This is an optimization exercise on Yosys and OpenROAD, whose aim is small area, a short achievable clock period and few clock cycles per item, not a production implementation. No functional check of the RTL was part of any run shown here. Power and IR drop assume default switching activity.

==> flow/design.v, too long to show whole: its modules and the start of the top module <==
// module melendez_mult: 592 lines
// module mm_fa: 6 lines
// module mm_ha: 6 lines
// module mm_or: 5 lines
// module mm_han: 6 lines
// module mm_add: 351 lines
// module mm_pg: 6 lines
// module mm_inv: 5 lines
// module mm_blackp: 6 lines
// module mm_grayp: 5 lines
// module mm_blackn: 6 lines
// module mm_grayn: 5 lines
module melendez_mult (rst, clk, multiplier, multiplicand, product, done);
  // ...
==> flow/flow/run.sh <==
#!/bin/bash
set -euo pipefail
export BUFFER_PORTS_ARGS="-buffer_cell sky130_fd_sc_hd__buf_2"
bash standard.sh > standard_flow.log 2>&1
==> flow/standard.sh <==
#!/bin/bash
# synth_recipe.tcl (not shown) runs the flow's synth.tcl, then flattens the netlist and writes it again
# the make line also repeats each setting of config.mk as NAME=value (left out here)
make -C /OpenROAD-flow-scripts/flow DESIGN_CONFIG=/design/flow/config.mk WORK_HOME=/design/flow/orfs CLKGATE_MAP_FILE= SYNTH_SCRIPT=/design/flow/synth_recipe.tcl "${@:-finish}"
==> flow/config.mk <==
export PLATFORM = sky130hd
export DESIGN_NAME = melendez_mult
export DESIGN_NICKNAME = melendez_mult
export VERILOG_FILES = /design/flow/design.v
export SDC_FILE = /design/flow/constraint.sdc
export NUM_CORES = 4
export LEC_CHECK = 0
export CAP_MARGIN = 20
export CORE_MARGIN = 2
export CORE_UTILIZATION = 40
export SETUP_SLACK_MARGIN = 1.5
export SLEW_MARGIN = 20
export SYNTH_HIERARCHICAL = 1
export SYNTH_MINIMUM_KEEP_SIZE = 0
==> flow/constraint.sdc <==
create_clock -name core_clock -period 5.0 [get_ports {clk}]
set_input_delay 1.0000 -clock core_clock [delete_from_list [all_inputs] [get_ports {clk}]]
set_output_delay 1.0000 -clock core_clock [all_outputs]
set_load 0.01 [all_outputs]
==> reports/metrics.csv, run 1 <==
stage;metric;value;unit
run_status;status;finished clean;
detailed_routing;detail_route.first_pass.iterations;5;
worst_setup_path;worstSetupStartpoint;s_q[2]$_DFFE_PN_;
clock_network;clock_tree.buffer_depth;2;
floorplan;die_w;156;um
timing;hold-worst-slack;573;ps
pwr;share_clk_of_total_power;9.9;%
floorplan;die_span_in_y;156;um
logic_synthesis;postSynthRegisterBits;109;
clock_network;clock_latency;370;ps
run;cap_violations;0;
logic_synthesis;mappedNetlistArea;9290;um2
detailed_routing;drtAntennaViolNets;0;
finish;cell_count_final_fillers_out;1231;
worst_setup_path;slowest_delay;470;ps
grt;grt_overflow;0;
timing;pnr_worst_setup_slack;1410;ps
worst_setup_path;critPathArrivalTime;2590;ps
timing;maxSlewViolCount;0;
finish;layout.non_clock_inverters;60;
detailed_routing;number_of_violations_reported_at_the_end_of_detailed_routing_iteration_0;284;
finish;seq_cells;109;
logic_synthesis;yosys.cell_count.top_type;sky130_fd_sc_hd__nand2_1;
logic_synthesis;yosys.area_share.xor_xnor;3.68;%
worst_setup_path;critical_path.most_common_cell;sky130_fd_sc_hd__a21oi_2;
floorplan;fp-row-count;55;
grt;globalRouteMet3Util;2.99;%
logic_synthesis;synth_adder_area_share;33.4;%
grt;globalRouteMet2Util;33.0;%
grt;grtUsageMet1;24.6;%
placement;post-dp-hpwl;16.7;mm
detailed_routing;total_routed_wire_length_on_the_met1_layer;9.75;mm
pwr;swShare;47.0;%
worst_setup_path;rr_worst_depth;5;
timing;portion_of_the_clock_cycle_consumed_by_the_worst_path_in_the_final_layout;71.8;%
finish;layout.area.top_class;multi-input gates;
logic_synthesis;ys_dominant_reg_cell;sky130_fd_sc_hd__edfxtp_1;
hold_path;worst_hold_path.num_cells;2;
logic_synthesis;fraction_of_the_mapped_netlist_area_in_compound_gates;9.63;%
pwr;p_clk;0.794;mW
timing;final_hold_viol_count;0;
logic_synthesis;synth_top_area_share;32.3;%
==> run 2: changes to the inputs <==
--- a/flow/design.v
+++ b/flow/design.v
@@ -653,321 +653,505 @@
   mm_pg u_pg32 (.a(a[32]), .b(b[32]), .g(g0[32]), .p(p0[32]));
   mm_pg u_pg33 (.a(a[33]), .b(b[33]), .g(g0[33]), .p(p0[33]));
   mm_pg u_pg34 (.a(a[34]), .b(b[34]), .g(g0[34]), .p(p0[34]));
   mm_pg u_pg35 (.a(a[35]), .b(b[35]), .g(g0[35]), .p(p0[35]));
   wire gx1;
   mm_grayp u_g1 (.gh(g0[0]), .ph(p0[0]), .gl(ci), .g(gx1));
   wire gx2;
   wire px2;
-  mm_blackp u_b2 (.gh(g0[2]), .ph(p0[2]), .gl(g0[1]), .pl(p0[1]), .g(gx2), .p(px2));
+  mm_blackp u_b2 (.gh(g0[1]), .ph(p0[1]), .gl(g0[0]), .pl(p0[0]), .g(gx2), .p(px2));
   wire gx3;
   wire px3;
-  mm_blackp u_b3 (.gh(g0[4]), .ph(p0[4]), .gl(g0[3]), .pl(p0[3]), .g(gx3), .p(px3));
+  mm_blackp u_b3 (.gh(g0[2]), .ph(p0[2]), .gl(g0[1]), .pl(p0[1]), .g(gx3), .p(px3));
   wire gx4;
   wire px4;
-  mm_blackp u_b4 (.gh(g0[6]), .ph(p0[6]), .gl(g0[5]), .pl(p0[5]), .g(gx4), .p(px4));
+  mm_blackp u_b4 (.gh(g0[3]), .ph(p0[3]), .gl(g0[2]), .pl(p0[2]), .g(gx4), .p(px4));
   wire gx5;
   wire px5;
-  mm_blackp u_b5 (.gh(g0[8]), .ph(p0[8]), .gl(g0[7]), .pl(p0[7]), .g(gx5), .p(px5));
+  mm_blackp u_b5 (.gh(g0[4]), .ph(p0[4]), .gl(g0[3]), .pl(p0[3]), .g(gx5), .p(px5));
   wire gx6;
   wire px6;
-  mm_blackp u_b6 (.gh(g0[10]), .ph(p0[10]), .gl(g0[9]), .pl(p0[9]), .g(gx6), .p(px6));
+  mm_blackp u_b6 (.gh(g0[5]), .ph(p0[5]), .gl(g0[4]), .pl(p0[4]), .g(gx6), .p(px6));
   wire gx7;
   wire px7;
-  mm_blackp u_b7 (.gh(g0[12]), .ph(p0[12]), .gl(g0[11]), .pl(p0[11]), .g(gx7), .p(px7));
+  mm_blackp u_b7 (.gh(g0[6]), .ph(p0[6]), .gl(g0[5]), .pl(p0[5]), .g(gx7), .p(px7));
   wire gx8;
   wire px8;
-  mm_blackp u_b8 (.gh(g0[14]), .ph(p0[14]), .gl(g0[13]), .pl(p0[13]), .g(gx8), .p(px8));
+  mm_blackp u_b8 (.gh(g0[7]), .ph(p0[7]), .gl(g0[6]), .pl(p0[6]), .g(gx8), .p(px8));
   wire gx9;
   wire px9;
-  mm_blackp u_b9 (.gh(g0[16]), .ph(p0[16]), .gl(g0[15]), .pl(p0[15]), .g(gx9), .p(px9));
+  mm_blackp u_b9 (.gh(g0[8]), .ph(p0[8]), .gl(g0[7]), .pl(p0[7]), .g(gx9), .p(px9));
   wire gx10;
   wire px10;
-  mm_blackp u_b10 (.gh(g0[18]), .ph(p0[18]), .gl(g0[17]), .pl(p0[17]), .g(gx10), .p(px10));
+  mm_blackp u_b10 (.gh(g0[9]), .ph(p0[9]), .gl(g0[8]), .pl(p0[8]), .g(gx10), .p(px10));
   wire gx11;
   wire px11;
-  mm_blackp u_b11 (.gh(g0[20]), .ph(p0[20]), .gl(g0[19]), .pl(p0[19]), .g(gx11), .p(px11));
+  mm_blackp u_b11 (.gh(g0[10]), .ph(p0[10]), .gl(g0[9]), .pl(p0[9]), .g(gx11), .p(px11));
   wire gx12;
   wire px12;
-  mm_blackp u_b12 (.gh(g0[22]), .ph(p0[22]), .gl(g0[21]), .pl(p0[21]), .g(gx12), .p(px12));
+  mm_blackp u_b12 (.gh(g0[11]), .ph(p0[11]), .gl(g0[10]), .pl(p0[10]), .g(gx12), .p(px12));
   wire gx13;
   wire px13;
-  mm_blackp u_b13 (.gh(g0[24]), .ph(p0[24]), .gl(g0[23]), .pl(p0[23]), .g(gx13), .p(px13));
+  mm_blackp u_b13 (.gh(g0[12]), .ph(p0[12]), .gl(g0[11]), .pl(p0[11]), .g(gx13), .p(px13));
   wire gx14;
   wire px14;
-  mm_blackp u_b14 (.gh(g0[26]), .ph(p0[26]), .gl(g0[25]), .pl(p0[25]), .g(gx14), .p(px14));
+  mm_blackp u_b14 (.gh(g0[13]), .ph(p0[13]), .gl(g0[12]), .pl(p0[12]), .g(gx14), .p(px14));
   wire gx15;
   wire px15;
-  mm_blackp u_b15 (.gh(g0[28]), .ph(p0[28]), .gl(g0[27]), .pl(p0[27]), .g(gx15), .p(px15));
+  mm_blackp u_b15 (.gh(g0[14]), .ph(p0[14]), .gl(g0[13]), .pl(p0[13]), .g(gx15), .p(px15));
   wire gx16;
   wire px16;
-  mm_blackp u_b16 (.gh(g0[30]), .ph(p0[30]), .gl(g0[29]), .pl(p0[29]), .g(gx16), .p(px16));
+  mm_blackp u_b16 (.gh(g0[15]), .ph(p0[15]), .gl(g0[14]), .pl(p0[14]), .g(gx16), .p(px16));
   wire gx17;
   wire px17;
-  mm_blackp u_b17 (.gh(g0[32]), .ph(p0[32]), .gl(g0[31]), .pl(p0[31]), .g(gx17), .p(px17));
+  mm_blackp u_b17 (.gh(g0[16]), .ph(p0[16]), .gl(g0[15]), .pl(p0[15]), .g(gx17), .p(px17));
   wire gx18;
   wire px18;
-  mm_blackp u_b18 (.gh(g0[34]), .ph(p0[34]), .gl(g0[33]), .pl(p0[33]), .g(gx18), .p(px18));
+  mm_blackp u_b18 (.gh(g0[17]), .ph(p0[17]), .gl(g0[16]), .pl(p0[16]), .g(gx18), .p(px18));
   wire gx19;
-  mm_grayn u_g19 (.gh(gx2), .ph(px2), .gl(gx1), .g(gx19));
+  wire px19;
+  mm_blackp u_b19 (.gh(g0[18]), .ph(p0[18]), .gl(g0[17]), .pl(p0[17]), .g(gx19), .p(px19));
   wire gx20;
   wire px20;
-  mm_blackn u_b20 (.gh(gx3), .ph(px3), .gl(gx2), .pl(px2), .g(gx20), .p(px20));
+  mm_blackp u_b20 (.gh(g0[19]), .ph(p0[19]), .gl(g0[18]), .pl(p0[18]), .g(gx20), .p(px20));
   wire gx21;
   wire px21;
-  mm_blackn u_b21 (.gh(gx4), .ph(px4), .gl(gx3), .pl(px3), .g(gx21), .p(px21));
+  mm_blackp u_b21 (.gh(g0[20]), .ph(p0[20]), .gl(g0[19]), .pl(p0[19]), .g(gx21), .p(px21));
   wire gx22;
   wire px22;
-  mm_blackn u_b22 (.gh(gx5), .ph(px5), .gl(gx4), .pl(px4), .g(gx22), .p(px22));
+  mm_blackp u_b22 (.gh(g0[21]), .ph(p0[21]), .gl(g0[20]), .pl(p0[20]), .g(gx22), .p(px22));
   wire gx23;
   wire px23;
-  mm_blackn u_b23 (.gh(gx6), .ph(px6), .gl(gx5), .pl(px5), .g(gx23), .p(px23));
+  mm_blackp u_b23 (.gh(g0[22]), .ph(p0[22]), .gl(g0[21]), .pl(p0[21]), .g(gx23), .p(px23));
   wire gx24;
   wire px24;
-  mm_blackn u_b24 (.gh(gx7), .ph(px7), .gl(gx6), .pl(px6), .g(gx24), .p(px24));
+  mm_blackp u_b24 (.gh(g0[23]), .ph(p0[23]), .gl(g0[22]), .pl(p0[22]), .g(gx24), .p(px24));
   wire gx25;
   wire px25;
-  mm_blackn u_b25 (.gh(gx8), .ph(px8), .gl(gx7), .pl(px7), .g(gx25), .p(px25));
+  mm_blackp u_b25 (.gh(g0[24]), .ph(p0[24]), .gl(g0[23]), .pl(p0[23]), .g(gx25), .p(px25));
   wire gx26;
   wire px26;
-  mm_blackn u_b26 (.gh(gx9), .ph(px9), .gl(gx8), .pl(px8), .g(gx26), .p(px26));
+  mm_blackp u_b26 (.gh(g0[25]), .ph(p0[25]), .gl(g0[24]), .pl(p0[24]), .g(gx26), .p(px26));
   wire gx27;
   wire px27;
-  mm_blackn u_b27 (.gh(gx10), .ph(px10), .gl(gx9), .pl(px9), .g(gx27), .p(px27));
+  mm_blackp u_b27 (.gh(g0[26]), .ph(p0[26]), .gl(g0[25]), .pl(p0[25]), .g(gx27), .p(px27));
   wire gx28;
   wire px28;
-  mm_blackn u_b28 (.gh(gx11), .ph(px11), .gl(gx10), .pl(px10), .g(gx28), .p(px28));
+  mm_blackp u_b28 (.gh(g0[27]), .ph(p0[27]), .gl(g0[26]), .pl(p0[26]), .g(gx28), .p(px28));
   wire gx29;
   wire px29;
-  mm_blackn u_b29 (.gh(gx12), .ph(px12), .gl(gx11), .pl(px11), .g(gx29), .p(px29));
+  mm_blackp u_b29 (.gh(g0[28]), .ph(p0[28]), .gl(g0[27]), .pl(p0[27]), .g(gx29), .p(px29));
   wire gx30;
   wire px30;
-  mm_blackn u_b30 (.gh(gx13), .ph(px13), .gl(gx12), .pl(px12), .g(gx30), .p(px30));
+  mm_blackp u_b30 (.gh(g0[29]), .ph(p0[29]), .gl(g0[28]), .pl(p0[28]), .g(gx30), .p(px30));
   wire gx31;
   wire px31;
-  mm_blackn u_b31 (.gh(gx14), .ph(px14), .gl(gx13), .pl(px13), .g(gx31), .p(px31));
+  mm_blackp u_b31 (.gh(g0[30]), .ph(p0[30]), .gl(g0[29]), .pl(p0[29]), .g(gx31), .p(px31));
   wire gx32;
   wire px32;
-  mm_blackn u_b32 (.gh(gx15), .ph(px15), .gl(gx14), .pl(px14), .g(gx32), .p(px32));
+  mm_blackp u_b32 (.gh(g0[31]), .ph(p0[31]), .gl(g0[30]), .pl(p0[30]), .g(gx32), .p(px32));
   wire gx33;
   wire px33;
-  mm_blackn u_b33 (.gh(gx16), .ph(px16), .gl(gx15), .pl(px15), .g(gx33), .p(px33));
+  mm_blackp u_b33 (.gh(g0[32]), .ph(p0[32]), .gl(g0[31]), .pl(p0[31]), .g(gx33), .p(px33));
   wire gx34;
   wire px34;
-  mm_blackn u_b34 (.gh(gx17), .ph(px17), .gl(gx16), .pl(px16), .g(gx34), .p(px34));
+  mm_blackp u_b34 (.gh(g0[33]), .ph(p0[33]), .gl(g0[32]), .pl(p0[32]), .g(gx34), .p(px34));
   wire gx35;
   wire px35;
-  mm_blackn u_b35 (.gh(gx18), .ph(px18), .gl(gx17), .pl(px17), .g(gx35), .p(px35));
-  wire iv36;
-  mm_inv u_i36 (.a(gx1), .y(iv36));
-  wire gx37;
-  mm_grayp u_g37 (.gh(gx20), .ph(px20), .gl(iv36), .g(gx37));
+  mm_blackp u_b35 (.gh(g0[34]), .ph(p0[34]), .gl(g0[33]), .pl(p0[33]), .g(gx35), .p(px35));
+  wire gx36;
+  wire px36;
+  mm_blackp u_b36 (.gh(g0[35]), .ph(p0[35]), .gl(g0[34]), .pl(p0[34]), .g(gx36), .p(px36));
+  wire iv37;
+  mm_inv u_i37 (.a(ci), .y(iv37));
   wire gx38;
-  mm_grayp u_g38 (.gh(gx21), .ph(px21), .gl(gx19), .g(gx38));
+  mm_grayn u_g38 (.gh(gx2), .ph(px2), .gl(iv37), .g(gx38));
   wire gx39;
-  wire px39;
-  mm_blackp u_b39 (.gh(gx22), .ph(px22), .gl(gx20), .pl(px20), .g(gx39), .p(px39));
+  mm_grayn u_g39 (.gh(gx3), .ph(px3), .gl(gx1), .g(gx39));
   wire gx40;
   wire px40;
-  mm_blackp u_b40 (.gh(gx23), .ph(px23), .gl(gx21), .pl(px21), .g(gx40), .p(px40));
+  mm_blackn u_b40 (.gh(gx4), .ph(px4), .gl(gx2), .pl(px2), .g(gx40), .p(px40));
   wire gx41;
   wire px41;
-  mm_blackp u_b41 (.gh(gx24), .ph(px24), .gl(gx22), .pl(px22), .g(gx41), .p(px41));
+  mm_blackn u_b41 (.gh(gx5), .ph(px5), .gl(gx3), .pl(px3), .g(gx41), .p(px41));
   wire gx42;
   wire px42;
-  mm_blackp u_b42 (.gh(gx25), .ph(px25), .gl(gx23), .pl(px23), .g(gx42), .p(px42));
+  mm_blackn u_b42 (.gh(gx6), .ph(px6), .gl(gx4), .pl(px4), .g(gx42), .p(px42));
   wire gx43;
   wire px43;
-  mm_blackp u_b43 (.gh(gx26), .ph(px26), .gl(gx24), .pl(px24), .g(gx43), .p(px43));
+  mm_blackn u_b43 (.gh(gx7), .ph(px7), .gl(gx5), .pl(px5), .g(gx43), .p(px43));
   wire gx44;
   wire px44;
-  mm_blackp u_b44 (.gh(gx27), .ph(px27), .gl(gx25), .pl(px25), .g(gx44), .p(px44));
+  mm_blackn u_b44 (.gh(gx8), .ph(px8), .gl(gx6), .pl(px6), .g(gx44), .p(px44));
   wire gx45;
   wire px45;
-  mm_blackp u_b45 (.gh(gx28), .ph(px28), .gl(gx26), .pl(px26), .g(gx45), .p(px45));
+  mm_blackn u_b45 (.gh(gx9), .ph(px9), .gl(gx7), .pl(px7), .g(gx45), .p(px45));
   wire gx46;
   wire px46;
-  mm_blackp u_b46 (.gh(gx29), .ph(px29), .gl(gx27), .pl(px27), .g(gx46), .p(px46));
+  mm_blackn u_b46 (.gh(gx10), .ph(px10), .gl(gx8), .pl(px8), .g(gx46), .p(px46));
   wire gx47;
   wire px47;
-  mm_blackp u_b47 (.gh(gx30), .ph(px30), .gl(gx28), .pl(px28), .g(gx47), .p(px47));
+  mm_blackn u_b47 (.gh(gx11), .ph(px11), .gl(gx9), .pl(px9), .g(gx47), .p(px47));
   wire gx48;
   wire px48;
-  mm_blackp u_b48 (.gh(gx31), .ph(px31), .gl(gx29), .pl(px29), .g(gx48), .p(px48));
+  mm_blackn u_b48 (.gh(gx12), .ph(px12), .gl(gx10), .pl(px10), .g(gx48), .p(px48));
   wire gx49;
   wire px49;
-  mm_blackp u_b49 (.gh(gx32), .ph(px32), .gl(gx30), .pl(px30), .g(gx49), .p(px49));
+  mm_blackn u_b49 (.gh(gx13), .ph(px13), .gl(gx11), .pl(px11), .g(gx49), .p(px49));
   wire gx50;
   wire px50;
-  mm_blackp u_b50 (.gh(gx33), .ph(px33), .gl(gx31), .pl(px31), .g(gx50), .p(px50));
+  mm_blackn u_b50 (.gh(gx14), .ph(px14), .gl(gx12), .pl(px12), .g(gx50), .p(px50));
   wire gx51;
   wire px51;
-  mm_blackp u_b51 (.gh(gx34), .ph(px34), .gl(gx32), .pl(px32), .g(gx51), .p(px51));
+  mm_blackn u_b51 (.gh(gx15), .ph(px15), .gl(gx13), .pl(px13), .g(gx51), .p(px51));
   wire gx52;
   wire px52;
-  mm_blackp u_b52 (.gh(gx35), .ph(px35), .gl(gx33), .pl(px33), .g(gx52), .p(px52));
+  mm_blackn u_b52 (.gh(gx16), .ph(px16), .gl(gx14), .pl(px14), .g(gx52), .p(px52));
   wire gx53;
-  mm_grayn u_g53 (.gh(gx39), .ph(px39), .gl(gx1), .g(gx53));
-  wire iv54;
-  mm_inv u_i54 (.a(gx19), .y(iv54));
+  wire px53;
+  mm_blackn u_b53 (.gh(gx17), .ph(px17), .gl(gx15), .pl(px15), .g(gx53), .p(px53));
+  wire gx54;
+  wire px54;
+  mm_blackn u_b54 (.gh(gx18), .ph(px18), .gl(gx16), .pl(px16), .g(gx54), .p(px54));
   wire gx55;
-  mm_grayn u_g55 (.gh(gx40), .ph(px40), .gl(iv54), .g(gx55));
+  wire px55;
+  mm_blackn u_b55 (.gh(gx19), .ph(px19), .gl(gx17), .pl(px17), .g(gx55), .p(px55));
   wire gx56;
-  mm_grayn u_g56 (.gh(gx41), .ph(px41), .gl(gx37), .g(gx56));
+  wire px56;
+  mm_blackn u_b56 (.gh(gx20), .ph(px20), .gl(gx18), .pl(px18), .g(gx56), .p(px56));
   wire gx57;
-  mm_grayn u_g57 (.gh(gx42), .ph(px42), .gl(gx38), .g(gx57));
+  wire px57;
+  mm_blackn u_b57 (.gh(gx21), .ph(px21), .gl(gx19), .pl(px19), .g(gx57), .p(px57));
   wire gx58;
   wire px58;
-  mm_blackn u_b58 (.gh(gx43), .ph(px43), .gl(gx39), .pl(px39), .g(gx58), .p(px58));
+  mm_blackn u_b58 (.gh(gx22), .ph(px22), .gl(gx20), .pl(px20), .g(gx58), .p(px58));
   wire gx59;
   wire px59;
-  mm_blackn u_b59 (.gh(gx44), .ph(px44), .gl(gx40), .pl(px40), .g(gx59), .p(px59));
+  mm_blackn u_b59 (.gh(gx23), .ph(px23), .gl(gx21), .pl(px21), .g(gx59), .p(px59));
   wire gx60;
   wire px60;
-  mm_blackn u_b60 (.gh(gx45), .ph(px45), .gl(gx41), .pl(px41), .g(gx60), .p(px60));
+  mm_blackn u_b60 (.gh(gx24), .ph(px24), .gl(gx22), .pl(px22), .g(gx60), .p(px60));
   wire gx61;
   wire px61;
-  mm_blackn u_b61 (.gh(gx46), .ph(px46), .gl(gx42), .pl(px42), .g(gx61), .p(px61));
+  mm_blackn u_b61 (.gh(gx25), .ph(px25), .gl(gx23), .pl(px23), .g(gx61), .p(px61));
   wire gx62;
   wire px62;
-  mm_blackn u_b62 (.gh(gx47), .ph(px47), .gl(gx43), .pl(px43), .g(gx62), .p(px62));
+  mm_blackn u_b62 (.gh(gx26), .ph(px26), .gl(gx24), .pl(px24), .g(gx62), .p(px62));
   wire gx63;
   wire px63;
-  mm_blackn u_b63 (.gh(gx48), .ph(px48), .gl(gx44), .pl(px44), .g(gx63), .p(px63));
+  mm_blackn u_b63 (.gh(gx27), .ph(px27), .gl(gx25), .pl(px25), .g(gx63), .p(px63));
   wire gx64;
   wire px64;
-  mm_blackn u_b64 (.gh(gx49), .ph(px49), .gl(gx45), .pl(px45), .g(gx64), .p(px64));
+  mm_blackn u_b64 (.gh(gx28), .ph(px28), .gl(gx26), .pl(px26), .g(gx64), .p(px64));
   wire gx65;
   wire px65;
-  mm_blackn u_b65 (.gh(gx50), .ph(px50), .gl(gx46), .pl(px46), .g(gx65), .p(px65));
+  mm_blackn u_b65 (.gh(gx29), .ph(px29), .gl(gx27), .pl(px27), .g(gx65), .p(px65));
   wire gx66;
   wire px66;
-  mm_blackn u_b66 (.gh(gx51), .ph(px51), .gl(gx47), .pl(px47), .g(gx66), .p(px66));
+  mm_blackn u_b66 (.gh(gx30), .ph(px30), .gl(gx28), .pl(px28), .g(gx66), .p(px66));
   wire gx67;
   wire px67;
-  mm_blackn u_b67 (.gh(gx52), .ph(px52), .gl(gx48), .pl(px48), .g(gx67), .p(px67));
+  mm_blackn u_b67 (.gh(gx31), .ph(px31), .gl(gx29), .pl(px29), .g(gx67), .p(px67));
   wire gx68;
-  mm_grayp u_g68 (.gh(gx58), .ph(px58), .gl(iv36), .g(gx68));
+  wire px68;
+  mm_blackn u_b68 (.gh(gx32), .ph(px32), .gl(gx30), .pl(px30), .g(gx68), .p(px68));
   wire gx69;
-  mm_grayp u_g69 (.gh(gx59), .ph(px59), .gl(gx19), .g(gx69));
-  wire iv70;
-  mm_inv u_i70 (.a(gx37), .y(iv70));
+  wire px69;
+  mm_blackn u_b69 (.gh(gx33), .ph(px33), .gl(gx31), .pl(px31), .g(gx69), .p(px69));
+  wire gx70;
+  wire px70;
+  mm_blackn u_b70 (.gh(gx34), .ph(px34), .gl(gx32), .pl(px32), .g(gx70), .p(px70));
   wire gx71;
-  mm_grayp u_g71 (.gh(gx60), .ph(px60), .gl(iv70), .g(gx71));
-  wire iv72;
-  mm_inv u_i72 (.a(gx38), .y(iv72));
+  wire px71;
+  mm_blackn u_b71 (.gh(gx35), .ph(px35), .gl(gx33), .pl(px33), .g(gx71), .p(px71));
+  wire gx72;
+  wire px72;
+  mm_blackn u_b72 (.gh(gx36), .ph(px36), .gl(gx34), .pl(px34), .g(gx72), .p(px72));
   wire gx73;
-  mm_grayp u_g73 (.gh(gx61), .ph(px61), .gl(iv72), .g(gx73));
-  wire gx74;
-  mm_grayp u_g74 (.gh(gx62), .ph(px62), .gl(gx53), .g(gx74));
+  mm_grayp u_g73 (.gh(gx40), .ph(px40), .gl(ci), .g(gx73));
+  wire iv74;
+  mm_inv u_i74 (.a(gx1), .y(iv74));
   wire gx75;
-  mm_grayp u_g75 (.gh(gx63), .ph(px63), .gl(gx55), .g(gx75));
+  mm_grayp u_g75 (.gh(gx41), .ph(px41), .gl(iv74), .g(gx75));
   wire gx76;
-  mm_grayp u_g76 (.gh(gx64), .ph(px64), .gl(gx56), .g(gx76));
+  mm_grayp u_g76 (.gh(gx42), .ph(px42), .gl(gx38), .g(gx76));
   wire gx77;
-  mm_grayp u_g77 (.gh(gx65), .ph(px65), .gl(gx57), .g(gx77));
+  mm_grayp u_g77 (.gh(gx43), .ph(px43), .gl(gx39), .g(gx77));
   wire gx78;
   wire px78;
-  mm_blackp u_b78 (.gh(gx66), .ph(px66), .gl(gx58), .pl(px58), .g(gx78), .p(px78));
+  mm_blackp u_b78 (.gh(gx44), .ph(px44), .gl(gx40), .pl(px40), .g(gx78), .p(px78));
   wire gx79;
   wire px79;
-  mm_blackp u_b79 (.gh(gx67), .ph(px67), .gl(gx59), .pl(px59), .g(gx79), .p(px79));
+  mm_blackp u_b79 (.gh(gx45), .ph(px45), .gl(gx41), .pl(px41), .g(gx79), .p(px79));
   wire gx80;
-  mm_grayn u_g80 (.gh(gx78), .ph(px78), .gl(gx1), .g(gx80));
+  wire px80;
+  mm_blackp u_b80 (.gh(gx46), .ph(px46), .gl(gx42), .pl(px42), .g(gx80), .p(px80));
   wire gx81;
-  mm_grayn u_g81 (.gh(gx79), .ph(px79), .gl(iv54), .g(gx81));
+  wire px81;
+  mm_blackp u_b81 (.gh(gx47), .ph(px47), .gl(gx43), .pl(px43), .g(gx81), .p(px81));
   wire gx82;
-  mm_grayp u_g82 (.gh(g0[1]), .ph(p0[1]), .gl(iv36), .g(gx82));
+  wire px82;
+  mm_blackp u_b82 (.gh(gx48), .ph(px48), .gl(gx44), .pl(px44), .g(gx82), .p(px82));
   wire gx83;
-  mm_grayp u_g83 (.gh(g0[3]), .ph(p0[3]), .gl(gx19), .g(gx83));
+  wire px83;
+  mm_blackp u_b83 (.gh(gx49), .ph(px49), .gl(gx45), .pl(px45), .g(gx83), .p(px83));
   wire gx84;
-  mm_grayp u_g84 (.gh(g0[5]), .ph(p0[5]), .gl(iv70), .g(gx84));
+  wire px84;
+  mm_blackp u_b84 (.gh(gx50), .ph(px50), .gl(gx46), .pl(px46), .g(gx84), .p(px84));
   wire gx85;
-  mm_grayp u_g85 (.gh(g0[7]), .ph(p0[7]), .gl(iv72), .g(gx85));
+  wire px85;
+  mm_blackp u_b85 (.gh(gx51), .ph(px51), .gl(gx47), .pl(px47), .g(gx85), .p(px85));
   wire gx86;
-  mm_grayp u_g86 (.gh(g0[9]), .ph(p0[9]), .gl(gx53), .g(gx86));
+  wire px86;
+  mm_blackp u_b86 (.gh(gx52), .ph(px52), .gl(gx48), .pl(px48), .g(gx86), .p(px86));
   wire gx87;
-  mm_grayp u_g87 (.gh(g0[11]), .ph(p0[11]), .gl(gx55), .g(gx87));
+  wire px87;
+  mm_blackp u_b87 (.gh(gx53), .ph(px53), .gl(gx49), .pl(px49), .g(gx87), .p(px87));
   wire gx88;
-  mm_grayp u_g88 (.gh(g0[13]), .ph(p0[13]), .gl(gx56), .g(gx88));
+  wire px88;
+  mm_blackp u_b88 (.gh(gx54), .ph(px54), .gl(gx50), .pl(px50), .g(gx88), .p(px88));
   wire gx89;
-  mm_grayp u_g89 (.gh(g0[15]), .ph(p0[15]), .gl(gx57), .g(gx89));
-  wire iv90;
-  mm_inv u_i90 (.a(gx68), .y(iv90));
+  wire px89;
+  mm_blackp u_b89 (.gh(gx55), .ph(px55), .gl(gx51), .pl(px51), .g(gx89), .p(px89));
+  wire gx90;
+  wire px90;
+  mm_blackp u_b90 (.gh(gx56), .ph(px56), .gl(gx52), .pl(px52), .g(gx90), .p(px90));
   wire gx91;
-  mm_grayp u_g91 (.gh(g0[17]), .ph(p0[17]), .gl(iv90), .g(gx91));
-  wire iv92;
-  mm_inv u_i92 (.a(gx69), .y(iv92));
+  wire px91;
+  mm_blackp u_b91 (.gh(gx57), .ph(px57), .gl(gx53), .pl(px53), .g(gx91), .p(px91));
+  wire gx92;
+  wire px92;
+  mm_blackp u_b92 (.gh(gx58), .ph(px58), .gl(gx54), .pl(px54), .g(gx92), .p(px92));
   wire gx93;
-  mm_grayp u_g93 (.gh(g0[19]), .ph(p0[19]), .gl(iv92), .g(gx93));
-  wire iv94;
-  mm_inv u_i94 (.a(gx71), .y(iv94));
+  wire px93;
+  mm_blackp u_b93 (.gh(gx59), .ph(px59), .gl(gx55), .pl(px55), .g(gx93), .p(px93));
+  wire gx94;
+  wire px94;
+  mm_blackp u_b94 (.gh(gx60), .ph(px60), .gl(gx56), .pl(px56), .g(gx94), .p(px94));
   wire gx95;
-  mm_grayp u_g95 (.gh(g0[21]), .ph(p0[21]), .gl(iv94), .g(gx95));
-  wire iv96;
-  mm_inv u_i96 (.a(gx73), .y(iv96));
+  wire px95;
+  mm_blackp u_b95 (.gh(gx61), .ph(px61), .gl(gx57), .pl(px57), .g(gx95), .p(px95));
+  wire gx96;
+  wire px96;
+  mm_blackp u_b96 (.gh(gx62), .ph(px62), .gl(gx58), .pl(px58), .g(gx96), .p(px96));
   wire gx97;
-  mm_grayp u_g97 (.gh(g0[23]), .ph(p0[23]), .gl(iv96), .g(gx97));
-  wire iv98;
-  mm_inv u_i98 (.a(gx74), .y(iv98));
+  wire px97;
+  mm_blackp u_b97 (.gh(gx63), .ph(px63), .gl(gx59), .pl(px59), .g(gx97), .p(px97));
+  wire gx98;
+  wire px98;
+  mm_blackp u_b98 (.gh(gx64), .ph(px64), .gl(gx60), .pl(px60), .g(gx98), .p(px98));
   wire gx99;
-  mm_grayp u_g99 (.gh(g0[25]), .ph(p0[25]), .gl(iv98), .g(gx99));
-  wire iv100;
-  mm_inv u_i100 (.a(gx75), .y(iv100));
+  wire px99;
+  mm_blackp u_b99 (.gh(gx65), .ph(px65), .gl(gx61), .pl(px61), .g(gx99), .p(px99));
+  wire gx100;
+  wire px100;
+  mm_blackp u_b100 (.gh(gx66), .ph(px66), .gl(gx62), .pl(px62), .g(gx100), .p(px100));
   wire gx101;
-  mm_grayp u_g101 (.gh(g0[27]), .ph(p0[27]), .gl(iv100), .g(gx101));
-  wire iv102;
-  mm_inv u_i102 (.a(gx76), .y(iv102));
+  wire px101;
+  mm_blackp u_b101 (.gh(gx67), .ph(px67), .gl(gx63), .pl(px63), .g(gx101), .p(px101));
+  wire gx102;
+  wire px102;
+  mm_blackp u_b102 (.gh(gx68), .ph(px68), .gl(gx64), .pl(px64), .g(gx102), .p(px102));
   wire gx103;
-  mm_grayp u_g103 (.gh(g0[29]), .ph(p0[29]), .gl(iv102), .g(gx103));
-  wire iv104;
-  mm_inv u_i104 (.a(gx77), .y(iv104));
+  wire px103;
+  mm_blackp u_b103 (.gh(gx69), .ph(px69), .gl(gx65), .pl(px65), .g(gx103), .p(px103));
+  wire gx104;
+  wire px104;
+  mm_blackp u_b104 (.gh(gx70), .ph(px70), .gl(gx66), .pl(px66), .g(gx104), .p(px104));
   wire gx105;
-  mm_grayp u_g105 (.gh(g0[31]), .ph(p0[31]), .gl(iv104), .g(gx105));
+  wire px105;
+  mm_blackp u_b105 (.gh(gx71), .ph(px71), .gl(gx67), .pl(px67), .g(gx105), .p(px105));
   wire gx106;
-  mm_grayp u_g106 (.gh(g0[33]), .ph(p0[33]), .gl(gx80), .g(gx106));
+  wire px106;
+  mm_blackp u_b106 (.gh(gx72), .ph(px72), .gl(gx68), .pl(px68), .g(gx106), .p(px106));
   wire gx107;
-  mm_grayp u_g107 (.gh(g0[35]), .ph(p0[35]), .gl(gx81), .g(gx107));
+  mm_grayn u_g107 (.gh(gx78), .ph(px78), .gl(iv37), .g(gx107));
+  wire gx108;
+  mm_grayn u_g108 (.gh(gx79), .ph(px79), .gl(gx1), .g(gx108));
+  wire iv109;
+  mm_inv u_i109 (.a(gx38), .y(iv109));
+  wire gx110;
+  mm_grayn u_g110 (.gh(gx80), .ph(px80), .gl(iv109), .g(gx110));
+  wire iv111;
+  mm_inv u_i111 (.a(gx39), .y(iv111));
+  wire gx112;
+  mm_grayn u_g112 (.gh(gx81), .ph(px81), .gl(iv111), .g(gx112));
+  wire gx113;
+  mm_grayn u_g113 (.gh(gx82), .ph(px82), .gl(gx73), .g(gx113));
+  wire gx114;
+  mm_grayn u_g114 (.gh(gx83), .ph(px83), .gl(gx75), .g(gx114));
+  wire gx115;
+  mm_grayn u_g115 (.gh(gx84), .ph(px84), .gl(gx76), .g(gx115));
+  wire gx116;
+  mm_grayn u_g116 (.gh(gx85), .ph(px85), .gl(gx77), .g(gx116));
+  wire gx117;
+  wire px117;
+  mm_blackn u_b117 (.gh(gx86), .ph(px86), .gl(gx78), .pl(px78), .g(gx117), .p(px117));
+  wire gx118;
+  wire px118;
+  mm_blackn u_b118 (.gh(gx87), .ph(px87), .gl(gx79), .pl(px79), .g(gx118), .p(px118));
+  wire gx119;
+  wire px119;
+  mm_blackn u_b119 (.gh(gx88), .ph(px88), .gl(gx80), .pl(px80), .g(gx119), .p(px119));
+  wire gx120;
+  wire px120;
+  mm_blackn u_b120 (.gh(gx89), .ph(px89), .gl(gx81), .pl(px81), .g(gx120), .p(px120));
+  wire gx121;
+  wire px121;
+  mm_blackn u_b121 (.gh(gx90), .ph(px90), .gl(gx82), .pl(px82), .g(gx121), .p(px121));
+  wire gx122;
+  wire px122;
+  mm_blackn u_b122 (.gh(gx91), .ph(px91), .gl(gx83), .pl(px83), .g(gx122), .p(px122));
+  wire gx123;
+  wire px123;
+  mm_blackn u_b123 (.gh(gx92), .ph(px92), .gl(gx84), .pl(px84), .g(gx123), .p(px123));
+  wire gx124;
+  wire px124;
+  mm_blackn u_b124 (.gh(gx93), .ph(px93), .gl(gx85), .pl(px85), .g(gx124), .p(px124));
+  wire gx125;
+  wire px125;
+  mm_blackn u_b125 (.gh(gx94), .ph(px94), .gl(gx86), .pl(px86), .g(gx125), .p(px125));
+  wire gx126;
+  wire px126;
+  mm_blackn u_b126 (.gh(gx95), .ph(px95), .gl(gx87), .pl(px87), .g(gx126), .p(px126));
+  wire gx127;
+  wire px127;
+  mm_blackn u_b127 (.gh(gx96), .ph(px96), .gl(gx88), .pl(px88), .g(gx127), .p(px127));
+  wire gx128;
+  wire px128;
+  mm_blackn u_b128 (.gh(gx97), .ph(px97), .gl(gx89), .pl(px89), .g(gx128), .p(px128));
+  wire gx129;
+  wire px129;
+  mm_blackn u_b129 (.gh(gx98), .ph(px98), .gl(gx90), .pl(px90), .g(gx129), .p(px129));
+  wire gx130;
+  wire px130;
+  mm_blackn u_b130 (.gh(gx99), .ph(px99), .gl(gx91), .pl(px91), .g(gx130), .p(px130));
+  wire gx131;
+  wire px131;
+  mm_blackn u_b131 (.gh(gx100), .ph(px100), .gl(gx92), .pl(px92), .g(gx131), .p(px131));
+  wire gx132;
+  wire px132;
+  mm_blackn u_b132 (.gh(gx101), .ph(px101), .gl(gx93), .pl(px93), .g(gx132), .p(px132));
+  wire gx133;
+  wire px133;
+  mm_blackn u_b133 (.gh(gx102), .ph(px102), .gl(gx94), .pl(px94), .g(gx133), .p(px133));
+  wire gx134;
+  wire px134;
+  mm_blackn u_b134 (.gh(gx103), .ph(px103), .gl(gx95), .pl(px95), .g(gx134), .p(px134));
+  wire gx135;
+  wire px135;
+  mm_blackn u_b135 (.gh(gx104), .ph(px104), .gl(gx96), .pl(px96), .g(gx135), .p(px135));
+  wire gx136;
+  wire px136;
+  mm_blackn u_b136 (.gh(gx105), .ph(px105), .gl(gx97), .pl(px97), .g(gx136), .p(px136));
+  wire gx137;
+  wire px137;
+  mm_blackn u_b137 (.gh(gx106), .ph(px106), .gl(gx98), .pl(px98), .g(gx137), .p(px137));
+  wire gx138;
+  mm_grayp u_g138 (.gh(gx117), .ph(px117), .gl(ci), .g(gx138));
+  wire gx139;
+  mm_grayp u_g139 (.gh(gx118), .ph(px118), .gl(iv74), .g(gx139));
+  wire gx140;
+  mm_grayp u_g140 (.gh(gx119), .ph(px119), .gl(gx38), .g(gx140));
+  wire gx141;
+  mm_grayp u_g141 (.gh(gx120), .ph(px120), .gl(gx39), .g(gx141));
+  wire iv142;
+  mm_inv u_i142 (.a(gx73), .y(iv142));
+  wire gx143;
+  mm_grayp u_g143 (.gh(gx121), .ph(px121), .gl(iv142), .g(gx143));
+  wire iv144;
+  mm_inv u_i144 (.a(gx75), .y(iv144));
+  wire gx145;
+  mm_grayp u_g145 (.gh(gx122), .ph(px122), .gl(iv144), .g(gx145));
+  wire iv146;
+  mm_inv u_i146 (.a(gx76), .y(iv146));
+  wire gx147;
+  mm_grayp u_g147 (.gh(gx123), .ph(px123), .gl(iv146), .g(gx147));
+  wire iv148;
+  mm_inv u_i148 (.a(gx77), .y(iv148));
+  wire gx149;
+  mm_grayp u_g149 (.gh(gx124), .ph(px124), .gl(iv148), .g(gx149));
+  wire gx150;
+  mm_grayp u_g150 (.gh(gx125), .ph(px125), .gl(gx107), .g(gx150));
+  wire gx151;
+  mm_grayp u_g151 (.gh(gx126), .ph(px126), .gl(gx108), .g(gx151));
+  wire gx152;
+  mm_grayp u_g152 (.gh(gx127), .ph(px127), .gl(gx110), .g(gx152));
+  wire gx153;
+  mm_grayp u_g153 (.gh(gx128), .ph(px128), .gl(gx112), .g(gx153));
+  wire gx154;
+  mm_grayp u_g154 (.gh(gx129), .ph(px129), .gl(gx113), .g(gx154));
+  wire gx155;
+  mm_grayp u_g155 (.gh(gx130), .ph(px130), .gl(gx114), .g(gx155));
+  wire gx156;
+  mm_grayp u_g156 (.gh(gx131), .ph(px131), .gl(gx115), .g(gx156));
+  wire gx157;
+  mm_grayp u_g157 (.gh(gx132), .ph(px132), .gl(gx116), .g(gx157));
+  wire gx158;
+  wire px158;
+  mm_blackp u_b158 (.gh(gx133), .ph(px133), .gl(gx117), .pl(px117), .g(gx158), .p(px158));
+  wire gx159;
+  wire px159;
+  mm_blackp u_b159 (.gh(gx134), .ph(px134), .gl(gx118), .pl(px118), .g(gx159), .p(px159));
+  wire gx160;
+  wire px160;
+  mm_blackp u_b160 (.gh(gx135), .ph(px135), .gl(gx119), .pl(px119), .g(gx160), .p(px160));
+  wire gx161;
+  wire px161;
+  mm_blackp u_b161 (.gh(gx136), .ph(px136), .gl(gx120), .pl(px120), .g(gx161), .p(px161));
+  wire gx162;
+  wire px162;
+  mm_blackp u_b162 (.gh(gx137), .ph(px137), .gl(gx121), .pl(px121), .g(gx162), .p(px162));
+  wire gx163;
+  mm_grayn u_g163 (.gh(gx158), .ph(px158), .gl(iv37), .g(gx163));
+  wire gx164;
+  mm_grayn u_g164 (.gh(gx159), .ph(px159), .gl(gx1), .g(gx164));
+  wire gx165;
+  mm_grayn u_g165 (.gh(gx160), .ph(px160), .gl(iv109), .g(gx165));
+  wire gx166;
+  mm_grayn u_g166 (.gh(gx161), .ph(px161), .gl(iv111), .g(gx166));
+  wire gx167;
+  mm_grayn u_g167 (.gh(gx162), .ph(px162), .gl(gx73), .g(gx167));
   assign s[0] = ~(p0[0] ^ ci);
   assign s[1] = p0[1] ^ gx1;
-  assign s[2] = p0[2] ^ gx82;
-  assign s[3] = ~(p0[3] ^ gx19);
-  assign s[4] = p0[4] ^ gx83;
-  assign s[5] = p0[5] ^ gx37;
-  assign s[6] = p0[6] ^ gx84;
-  assign s[7] = p0[7] ^ gx38;
-  assign s[8] = p0[8] ^ gx85;
-  assign s[9] = ~(p0[9] ^ gx53);
-  assign s[10] = p0[10] ^ gx86;
-  assign s[11] = ~(p0[11] ^ gx55);
-  assign s[12] = p0[12] ^ gx87;
-  assign s[13] = ~(p0[13] ^ gx56);
-  assign s[14] = p0[14] ^ gx88;
-  assign s[15] = ~(p0[15] ^ gx57);
-  assign s[16] = p0[16] ^ gx89;
-  assign s[17] = p0[17] ^ gx68;
-  assign s[18] = p0[18] ^ gx91;
-  assign s[19] = p0[19] ^ gx69;
-  assign s[20] = p0[20] ^ gx93;
-  assign s[21] = p0[21] ^ gx71;
-  assign s[22] = p0[22] ^ gx95;
-  assign s[23] = p0[23] ^ gx73;
-  assign s[24] = p0[24] ^ gx97;
-  assign s[25] = p0[25] ^ gx74;
-  assign s[26] = p0[26] ^ gx99;
-  assign s[27] = p0[27] ^ gx75;
-  assign s[28] = p0[28] ^ gx101;
-  assign s[29] = p0[29] ^ gx76;
-  assign s[30] = p0[30] ^ gx103;
-  assign s[31] = p0[31] ^ gx77;
-  assign s[32] = p0[32] ^ gx105;
-  assign s[33] = ~(p0[33] ^ gx80);
-  assign s[34] = p0[34] ^ gx106;
-  assign s[35] = ~(p0[35] ^ gx81);
+  assign s[2] = ~(p0[2] ^ gx38);
+  assign s[3] = ~(p0[3] ^ gx39);
+  assign s[4] = p0[4] ^ gx73;
+  assign s[5] = p0[5] ^ gx75;
+  assign s[6] = p0[6] ^ gx76;
+  assign s[7] = p0[7] ^ gx77;
+  assign s[8] = ~(p0[8] ^ gx107);
+  assign s[9] = ~(p0[9] ^ gx108);
+  assign s[10] = ~(p0[10] ^ gx110);
+  assign s[11] = ~(p0[11] ^ gx112);
+  assign s[12] = ~(p0[12] ^ gx113);
+  assign s[13] = ~(p0[13] ^ gx114);
+  assign s[14] = ~(p0[14] ^ gx115);
+  assign s[15] = ~(p0[15] ^ gx116);
+  assign s[16] = p0[16] ^ gx138;
+  assign s[17] = p0[17] ^ gx139;
+  assign s[18] = p0[18] ^ gx140;
+  assign s[19] = p0[19] ^ gx141;
+  assign s[20] = p0[20] ^ gx143;
+  assign s[21] = p0[21] ^ gx145;
+  assign s[22] = p0[22] ^ gx147;
+  assign s[23] = p0[23] ^ gx149;
+  assign s[24] = p0[24] ^ gx150;
+  assign s[25] = p0[25] ^ gx151;
+  assign s[26] = p0[26] ^ gx152;
+  assign s[27] = p0[27] ^ gx153;
+  assign s[28] = p0[28] ^ gx154;
+  assign s[29] = p0[29] ^ gx155;
+  assign s[30] = p0[30] ^ gx156;
+  assign s[31] = p0[31] ^ gx157;
+  assign s[32] = ~(p0[32] ^ gx163);
+  assign s[33] = ~(p0[33] ^ gx164);
+  assign s[34] = ~(p0[34] ^ gx165);
+  assign s[35] = ~(p0[35] ^ gx166);
 endmodule
 module mm_pg (a, b, g, p);
   input a, b;
   output g, p;
   assign g = a & b;
   assign p = a ^ b;
 endmodule
 module mm_inv (a, y);
==> run 2 against run 1 <==
- via count is 13% higher
- global-route usage up 1.1 points
- die area rose by 7.3%
- setup slack improved by 140 ps
- sequential share of layout area fell by 2.1 points
- combinational power is 22% higher
- critical path type unchanged
==> reports/metrics.csv, run 2 <==
stage;metric;value;unit;change
clock_network;clock_tree.buffer_depth;2;;unchanged
worst_setup_path;required;4000;ps;
finish;number_of_flip_flops_under_the_largest_register_name;32;;
detailed_routing;detail_route.first_pass.iterations;5;;unchanged
worst_setup_path;critPathArrivalTime;2450;ps;-140 ps
detailed_routing;routed_wire_length_per_instance;18.7;um;
floorplan;start_util;40.9;%;
worst_setup_path;path_buf_inv;1;;
worst_setup_path;path_class;flop to output port;;
placement;detailedPlace.worstSlack;1420;ps;
grt;grtUsageMet1;29.6;%;+4.9 points
grt;grt_overflow;0;;unchanged
logic_synthesis;fraction_of_the_mapped_netlist_area_in_compound_gates;13.9;%;+4.2 points
logic_synthesis;synth_adder_area_share;31.1;%;-2.3 points
pwr;power_leakage;4.24;nW;
timing;period_minus_slack;3450;ps;
finish;commonest_non_fill_non_tap_cells_in_the_layout;178 x sky130_fd_sc_hd__nand2_1, 130 x sky130_fd_sc_hd__buf_2, 122 x sky130_fd_sc_hd__fa_1;;
placement;portBuffers;130;;
worst_setup_path;slowest_delay;460;ps;about the same
logic_synthesis;muxShareOfSynthArea;2.24;%;
detailed_routing;routed_via_density;5.13;;
logic_synthesis;largest_family_of_logic_cells_by_synthesized_area;adder cells;;
finish;antenna_cells;0;;
pwr;max-vdd-ir-drop;0.000337;V;
logic_synthesis;synth.lib_cells_used.distinct;29;;
timing;rsz0062_at_grt;yes;;
clock_network;cts_hold_buf;0;;
logic_synthesis;async_s_r_ff_share_synth;0;%;
clock_network;clock_tree.htree_level_count;3;;
detailed_routing;detailroute.via_count;7045;;
logic_synthesis;synth.yosys.warnings;7;;
detailed_routing;number_of_violations_reported_at_the_end_of_detailed_routing_iteration_0;405;;+43%
finish;area_growth_syn_to_layout;21.8;%;
finish;final_layout_size_suffix_gt1_share;41.1;%;
worst_setup_path;critPathTopFamily;compound AO/OA/AOI/OAI gates;;
logic_synthesis;synth_top_area_share;30.1;%;-2.3 points
timing;final_hold_viol_count;0;;unchanged
logic_synthesis;ys_dominant_reg_cell;sky130_fd_sc_hd__edfxtp_1;;
grt;pin_count_of_the_biggest_net_entering_global_routing;54;;
worst_setup_path;crit_slowest_cell;sky130_fd_sc_hd__edfxtp_1;;
timing;setup_viol;0;;
detailed_routing;drtAntennaViolNets;0;;unchanged
grt;grt_use_total;20.1;%;
run_status;status;finished clean;;
logic_synthesis;yosysSeqAreaShare;31.9;%;
clock_network;clock_latency;370;ps;about the same
clock_network;clock_tree_from_tritoncts;yes;;
worst_setup_path;timing.critical_path.cells;ha_4 -> a21oi_2 -> o21ai_2 -> a21oi_2 -> o21ai_2 -> a21oi_2 -> o21ai_4 -> xnor2_2 -> buf_2;;
clock_network;cts.clk_slew.worst_paths;90;ps;
floorplan;die-area;26200;um2;
finish;max_flop_register;s_q;;
floorplan;die_span_in_y;162;um;+3.6%
worst_setup_path;critPathMaxFanout;4;;
floorplan;core_region_area;24400;um2;
logic_synthesis;netlist_top_cells_count;198 x sky130_fd_sc_hd__nand2_1, 122 x sky130_fd_sc_hd__fa_1, 100 x sky130_fd_sc_hd__edfxtp_1;;
grt;via_count_of_the_first_global_routing_pass;7546;;
timing;clock-skew-final;14.4;ps;
logic_synthesis;mappedNetlistArea;9990;um2;+7.5%
pwr;power.density_cell_area;760;nW/um2;
timing;worst_pin_slew;767;ps;
clock_network;clock-sinks;109;;
logic_synthesis;synthCells;905;;
run;cap_violations;0;;unchanged
floorplan;die_w;162;um;+3.6%
timing;relSlewSlack;48.8;%;
finish;reg_top3;s_q (32), c_q (31), lo_q (28);;
logic_synthesis;yosys-top-cells-area;sky130_fd_sc_hd__edfxtp_1 30%, sky130_fd_sc_hd__fa_1 24%, sky130_fd_sc_hd__a21oi_2 7.6%;;
worst_setup_path;crit_path_start_kind;flop;;
grt;globalRouteMet3Util;4.03;%;+1.0 points
worst_setup_path;crit_path_end_kind;output port;;
finish;fin_nets;1285;;
worst_setup_path;critical_path.most_common_cell;sky130_fd_sc_hd__a21oi_2;;
timing;maxSlewViolCount;0;;unchanged
timing;setup_tns;0;ps;
grt;grt_first_pass_wirelength;40.8;mm;
logic_synthesis;yosys.cell_count.top_type;sky130_fd_sc_hd__nand2_1;;
logic_synthesis;synth_top_cell_by_area;sky130_fd_sc_hd__edfxtp_1;;
clock_network;cts_root_buf;sky130_fd_sc_hd__clkbuf_16;;
logic_synthesis;synthesis.area_per_instance;11.0;um2;
logic_synthesis;synth_simple_gate_area_share;14.1;%;
grt;globalRouteMet2Util;31.6;%;-1.4 points
placement;gp_congestion;0.941;;
logic_synthesis;synth_enable_flop_cells;100;;
timing;pnr_worst_setup_slack;1550;ps;+138 ps
logic_synthesis;yosys.area_share.xor_xnor;3.42;%;-0.26 points
hold_path;holdCritPathClass;flop to flop;;
logic_synthesis;synth.net_count;1146;;
clock_network;tritoncts.num_buffers;9;;
floorplan;fp-row-count;57;;+3.6%
timing;portion_of_the_clock_cycle_consumed_by_the_worst_path_in_the_final_layout;69.0;%;-2.8 points
logic_synthesis;postSynthRegisterBits;109;;unchanged
timing;maxClockFrequency;290;MHz;
finish;leading_cell_type_in_the_layout_fill_and_taps_excluded;sky130_fd_sc_hd__nand2_1;;
placement;post-dp-hpwl;20.4;mm;+22%
detailed_routing;drt_wl_total;25.6;mm;
grt;grt-busiest-layer;met2;;
detailed_routing;drc;0;;
floorplan;design.portCount;131;;
grt;number_of_antenna_violations_at_the_first_check_in_global_routing;0;;
## run 2: cell type report
cell class	count	area, um2
clock inverter	7	83.8
sequential	109	3180
tap	324	405
fill	2270	12200
clock buffer	9	225
inverter	56	210
multi-input combinational	725	7310
timing repair buffer	143	748
## run 2: worst paths after layout
| check | start | cells past startpoint | slack (ps) | endpoint |
|---|---|---|---|---|
| setup reg to reg | first_q$_DFF_P_ | 5 | 1770 | s_q[12]$_DFFE_PN_ |
| hold / removal | cnt[1]$_SDFFE_PP0N_ | 2 | 560 | cnt[1]$_SDFFE_PP0N_ |
| setup / recovery | s_q[9]$_DFFE_PN_ | 9 | 1550 | product[60] |
| hold reg to reg | cnt[1]$_SDFFE_PP0N_ | 2 | 560 | cnt[1]$_SDFFE_PP0N_ |
## run 2: cell families after synthesis
family	Yosys count
buffers and inverters	71
AOI/OAI and AO/OA	166
and+or+nand+nor	327
DFF	109
adders and majority gates	175
xor gates and xnor gates	39
muxes	17
other	1
## run 2: timing repair
item	4_1_cts	5_1_grt
endpoints found under the setup margin	15	16
gates resized for setup	83	89
pin swaps	8	12
gates cloned	0	0
setup buffers	4	7
## run 2: Yosys stat by module, one instance, submodules excluded, a selection
module	times used	cells	flip-flops and latches
melendez_mult	1	331	109
mm_blackp	66	2	0
mm_grayp	21	1	0
mm_or	63	1	0
mm_fa	120	1	0
mm_han	8	5	0
mm_pg	36	1	0
## run 2: tightest hold or removal path: cells and delay by family, from the launching register on
family | cells | cell delay (ps)
flip-flops | 1 | 340
multiplexers | 1 | 130
AND/OR/NAND/NOR | 1 | 50
## run 2: metal layers
layer | part of all wire, % | wire (um)
met1 | 48 | 12300
met2 | 46 | 11800
met3 | 5.2 | 1340
met4 | 0.83 | 214
met5 | 0 | 0
## run 2: power by group
group | total, mW | internal (mW) | leakage [nW] | switching [mW]
clock network | 0.744 | 0.360 | 0.151 | 0.385
logic | 6.76 | 2.77 | 3.06 | 3.99
registers | 1.74 | 1.50 | 1.03 | 0.239
## run 2: per-stage QoR
stage               util [%]  instances  hold slack, ps  cell area (um2)  total power, mW
floorplan                  -        905             518             9990             5.53
CTS                     47.8       1366             576            11700             8.67
finish                  49.9       1373             564            12200             9.24
global route            49.9       1373             631            12200             9.96
global placement        44.8       1346             543            10900             7.41
detailed placement      44.8       1346             563            10900             7.42

static timing again, ports no longer ideal:
The results above use ideal ports. As a check the final layouts listed here were re-extracted and re-timed, cells and wires unchanged. Step 1 assumes that a clkbuf_16 drives the clock port and a buf_2 every other input. Step 2 also shifts input and output timing later by t, the mid clock arrival at the registers, as if the neighbouring blocks saw the same clock. a / b / c = ideal ports / drivers / drivers and shift; a / b = the first two.
run | shift t [ns] | setup WS [ns] | latest minus earliest clock arrival (ns)
run 1 | 0.415 | 1.411 / 1.365 / 1.474 | 0.011 / 0.010
run 2 | 0.404 | 1.549 / 1.505 / 1.348 | 0.015 / 0.014
After both steps every run listed still meets setup and hold. For run 2, which loses most, drivers alone change the setup slack by -0.044 ns; drivers and shift together by -0.201 ns.
